From an optimization exercise on the open Yosys and OpenROAD flow, aimed at small area, a short achievable clock period and few clock cycles; shortcuts taken in it are not production practice. Where RTL was checked, it was by simulation tests only, not by an equivalence proof against the original. No activity file was given, so power comes from the tool's default toggle rates.

== P ==
==> module nr_step, before the edit <==
module nr_step(
	input [9:0] r, input [9:0] q, input [1:0] p, input neg,
	output [9:0] r_n, output [9:0] q_n
);
wire [9:0] a = r;
wire [9:0] b = {~neg, q[8:1] ^ {8{~neg}}, 1'b0};
wire ci = |p;
wire [9:0] h = a ^ b;
wire [9:0] g0 = (a & b) | {9'd0, h[0] & ci};
wire [9:0] p0 = h;
wire [9:0] g1 = g0 | (p0 & {g0[8:0], 1'b0});
wire [9:0] p1 = p0 & {p0[8:0], 1'b0};
wire [9:0] g2 = g1 | (p1 & {g1[7:0], 2'b0});
wire [9:0] p2 = p1 & {p1[7:0], 2'b0};
wire [9:0] g3 = g2 | (p2 & {g2[5:0], 4'b0});
wire [9:0] p3 = p2 & {p2[5:0], 4'b0};
wire [9:0] g4 = g3 | (p3 & {g3[1:0], 8'b0});
wire [9:0] hi = h ^ {g4[8:0], ci};
assign r_n = {hi[7:0], p - 2'd1};
assign q_n = {q[8:0], ~hi[9]};
endmodule
==> module rs_cudu_v2, before the edit <==
module rs_cudu_v2(
	input clock, reset,
	input sqrt_start, input [19:0] data_in,
	output sqrt_done, output [9:0] data_out
);
reg [2:0] cnt;		 
reg [9:0] q;		 
reg [9:0] r;		 
reg [1:0] pr;		 
reg neg;		 
reg done;
assign sqrt_done = done;
assign data_out = q;
function [12:0] seed;
	input [5:0] d;
	case (d)
		6'd0: seed = {3'd0, 10'd1023};
		6'd1: seed = {3'd1, 10'd0};
		6'd2: seed = {3'd1, 10'd1};
		6'd3: seed = {3'd1, 10'd2};
		6'd4: seed = {3'd2, 10'd1019};
		6'd5: seed = {3'd2, 10'd1020};
		6'd6: seed = {3'd2, 10'd1021};
		6'd7: seed = {3'd2, 10'd1022};
		6'd8: seed = {3'd2, 10'd1023};
		6'd9: seed = {3'd3, 10'd0};
		6'd10: seed = {3'd3, 10'd1};
		6'd11: seed = {3'd3, 10'd2};
		6'd12: seed = {3'd3, 10'd3};
		6'd13: seed = {3'd3, 10'd4};
		6'd14: seed = {3'd3, 10'd5};
		6'd15: seed = {3'd3, 10'd6};
		6'd16: seed = {3'd4, 10'd1015};
		6'd17: seed = {3'd4, 10'd1016};
		6'd18: seed = {3'd4, 10'd1017};
		6'd19: seed = {3'd4, 10'd1018};
		6'd20: seed = {3'd4, 10'd1019};
		6'd21: seed = {3'd4, 10'd1020};
		6'd22: seed = {3'd4, 10'd1021};
		6'd23: seed = {3'd4, 10'd1022};
		6'd24: seed = {3'd4, 10'd1023};
		6'd25: seed = {3'd5, 10'd0};
		6'd26: seed = {3'd5, 10'd1};
		6'd27: seed = {3'd5, 10'd2};
		6'd28: seed = {3'd5, 10'd3};
		6'd29: seed = {3'd5, 10'd4};
		6'd30: seed = {3'd5, 10'd5};
		6'd31: seed = {3'd5, 10'd6};
		6'd32: seed = {3'd5, 10'd7};
		6'd33: seed = {3'd5, 10'd8};
		6'd34: seed = {3'd5, 10'd9};
		6'd35: seed = {3'd5, 10'd10};
		6'd36: seed = {3'd6, 10'd1011};
		6'd37: seed = {3'd6, 10'd1012};
		6'd38: seed = {3'd6, 10'd1013};
		6'd39: seed = {3'd6, 10'd1014};
		6'd40: seed = {3'd6, 10'd1015};
		6'd41: seed = {3'd6, 10'd1016};
		6'd42: seed = {3'd6, 10'd1017};
		6'd43: seed = {3'd6, 10'd1018};
		6'd44: seed = {3'd6, 10'd1019};
		6'd45: seed = {3'd6, 10'd1020};
		6'd46: seed = {3'd6, 10'd1021};
		6'd47: seed = {3'd6, 10'd1022};
		6'd48: seed = {3'd6, 10'd1023};
		6'd49: seed = {3'd7, 10'd0};
		6'd50: seed = {3'd7, 10'd1};
		6'd51: seed = {3'd7, 10'd2};
		6'd52: seed = {3'd7, 10'd3};
		6'd53: seed = {3'd7, 10'd4};
		6'd54: seed = {3'd7, 10'd5};
		6'd55: seed = {3'd7, 10'd6};
		6'd56: seed = {3'd7, 10'd7};
		6'd57: seed = {3'd7, 10'd8};
		6'd58: seed = {3'd7, 10'd9};
		6'd59: seed = {3'd7, 10'd10};
		6'd60: seed = {3'd7, 10'd11};
		6'd61: seed = {3'd7, 10'd12};
		6'd62: seed = {3'd7, 10'd13};
		6'd63: seed = {3'd7, 10'd14};
	endcase
endfunction
wire [2:0] q0;
wire [9:0] r0;
assign {q0, r0} = seed(data_in[19:14]);
wire [9:0] r_n, q_n;
nr_step s0 (.r(r), .q(q), .p(pr), .neg(neg), .r_n(r_n), .q_n(q_n));
always @(posedge clock, posedge reset)
	if (reset) cnt <= 3'd0;
	else if (sqrt_start) cnt <= 3'd1;
	else if (cnt == 3'd7) cnt <= 3'd0;
	else if (cnt != 3'd0) cnt <= cnt + 3'd1;
always @(posedge clock, posedge reset)
	if (reset) done <= 1'b0;
	else done <= (cnt == 3'd6);
always @(posedge clock) begin
	if (sqrt_start) begin
		q <= {7'd0, q0};
		r <= r0;
		neg <= ~q0[0];
	end else begin
		if (cnt != 3'd0) q <= q_n;
		r <= r_n;
		neg <= ~q_n[0];
	end
	case (cnt)
		3'd0: pr <= data_in[13:12];
		3'd1: pr <= data_in[11:10];
		3'd2: pr <= data_in[9:8];
		3'd3: pr <= data_in[7:6];
		3'd4: pr <= data_in[5:4];
		3'd5: pr <= data_in[3:2];
		default: pr <= data_in[1:0];
	endcase
end
endmodule
export LEC_CHECK = 0
export CAP_MARGIN = 20
export CORE_MARGIN = 2
export CORE_UTILIZATION = 40
export SETUP_SLACK_MARGIN = 2.8
export SLEW_MARGIN = 20
create_clock -name core_clock -period 5.0 [get_ports {clock}]
run.sh (not shown) runs the stock make flow with config.mk's settings and CLKGATE_MAP_FILE= SYNTH_SCRIPT=/design/flow/synth_recipe.tcl, a recipe that flattens the netlist after the stock synthesis.
Testbench counts of P, summed over its fixed seeds: cycles 32,008.
#### Input delta (Q over P)
--- a/flow/design.v
+++ b/flow/design.v
@@ -1,27 +1,6 @@
-module nr_step(
-	input [9:0] r, input [9:0] q, input [1:0] p, input neg,
-	output [9:0] r_n, output [9:0] q_n
-);
-wire [9:0] a = r;
-wire [9:0] b = {~neg, q[8:1] ^ {8{~neg}}, 1'b0};
-wire ci = |p;
-wire [9:0] h = a ^ b;
-wire [9:0] g0 = (a & b) | {9'd0, h[0] & ci};
-wire [9:0] p0 = h;
-wire [9:0] g1 = g0 | (p0 & {g0[8:0], 1'b0});
-wire [9:0] p1 = p0 & {p0[8:0], 1'b0};
-wire [9:0] g2 = g1 | (p1 & {g1[7:0], 2'b0});
-wire [9:0] p2 = p1 & {p1[7:0], 2'b0};
-wire [9:0] g3 = g2 | (p2 & {g2[5:0], 4'b0});
-wire [9:0] p3 = p2 & {p2[5:0], 4'b0};
-wire [9:0] g4 = g3 | (p3 & {g3[1:0], 8'b0});
-wire [9:0] hi = h ^ {g4[8:0], ci};
-assign r_n = {hi[7:0], p - 2'd1};
-assign q_n = {q[8:0], ~hi[9]};
-endmodule
 module rs_cudu_v2(
 	input clock, reset,
 	input sqrt_start, input [19:0] data_in,
 	output sqrt_done, output [9:0] data_out
 );
 reg [2:0] cnt;		 
@@ -101,14 +80,27 @@
 		6'd63: seed = {3'd7, 10'd14};
 	endcase
 endfunction
 wire [2:0] q0;
 wire [9:0] r0;
 assign {q0, r0} = seed(data_in[19:14]);
-wire [9:0] r_n, q_n;
-nr_step s0 (.r(r), .q(q), .p(pr), .neg(neg), .r_n(r_n), .q_n(q_n));
+wire [9:0] b = {~neg, q[8:1] ^ {8{~neg}}, 1'b0};
+wire ci = |pr;
+wire [9:0] h = r ^ b;
+wire [9:0] g0 = (r & b) | {9'd0, h[0] & ci};
+wire [9:0] p0 = h;
+wire [9:0] g1 = g0 | (p0 & {g0[8:0], 1'b0});
+wire [9:0] p1 = p0 & {p0[8:0], 1'b0};
+wire [9:0] g2 = g1 | (p1 & {g1[7:0], 2'b0});
+wire [9:0] p2 = p1 & {p1[7:0], 2'b0};
+wire [9:0] g3 = g2 | (p2 & {g2[5:0], 4'b0});
+wire [9:0] p3 = p2 & {p2[5:0], 4'b0};
+wire [9:0] g4 = g3 | (p3 & {g3[1:0], 8'b0});
+wire [9:0] hi = h ^ {g4[8:0], ci};
+wire [9:0] r_n = {hi[7:0], pr - 2'd1};
+wire [9:0] q_n = {q[8:0], ~hi[9]};
 always @(posedge clock, posedge reset)
 	if (reset) cnt <= 3'd0;
 	else if (sqrt_start) cnt <= 3'd1;
 	else if (cnt == 3'd7) cnt <= 3'd0;
 	else if (cnt != 3'd0) cnt <= cnt + 3'd1;
 always @(posedge clock, posedge reset)
Notes after the runs:
The run showing the greater setup slack of the critical path after layout is P. When the final numbers for P and Q were put side by side, the global-route usage turned out to be greater in P. Clock network power share: Q vs P up 0.3 points. Diff P -> Q: worst-margin pin slew went up; routed wire length went down; flop-to-flop setup slack went up; required time of the worst setup path did not really move. Smallest hold slack on Q is ahead of P. The final layout from Q, which completed every stage, passed the timing, DRC and antenna checks at the end of the flow. Number of hold buffers added after cts came out exactly the same in P and Q. Looking at layout overhead on the synthesized area, Q sits below P. Looking at proportion of power drawn by combinational gates, Q sits 1.0 points below P. Diff P -> Q: clock period minus final worst setup slack saw an increase; number of gates on the worst path with buffers counted rose by 2; sum of net half-perimeters after detailed placement lost about 4%.
Only the layout flow was run in Q; the RTL was not checked for function there.

==> re-timing with driven ports <==
The flow's constraints put no driver on any port. The routed layouts listed below were extracted and timed again, unchanged, in two steps. Step 1, drivers: a clkbuf_16 drives clock and a buf_2 each remaining input, both assumed. Step 2, shift: input delay + t, output delay - t, t = (earliest + latest rising clock arrival at the registers) / 2. This alone moves slack from input paths to output paths. a / b / c = ideal / step 1 / step 2; a / b = the first two.
run	t (ns)	slack for setup (ns)	worst setup path at the end	worst slew at a driven data input, ns	cell pins on the clock port's net
P	0.295	2.850 / 2.854 / 2.558	input to register	0.03	1
Q	0.300	2.801 / 2.809 / 2.508	input to register	0.03	1
After both steps setup and hold are still met in every run listed. For Q, which loses most, drivers alone change the setup slack by +0.008 ns; drivers and shift together by -0.293 ns.
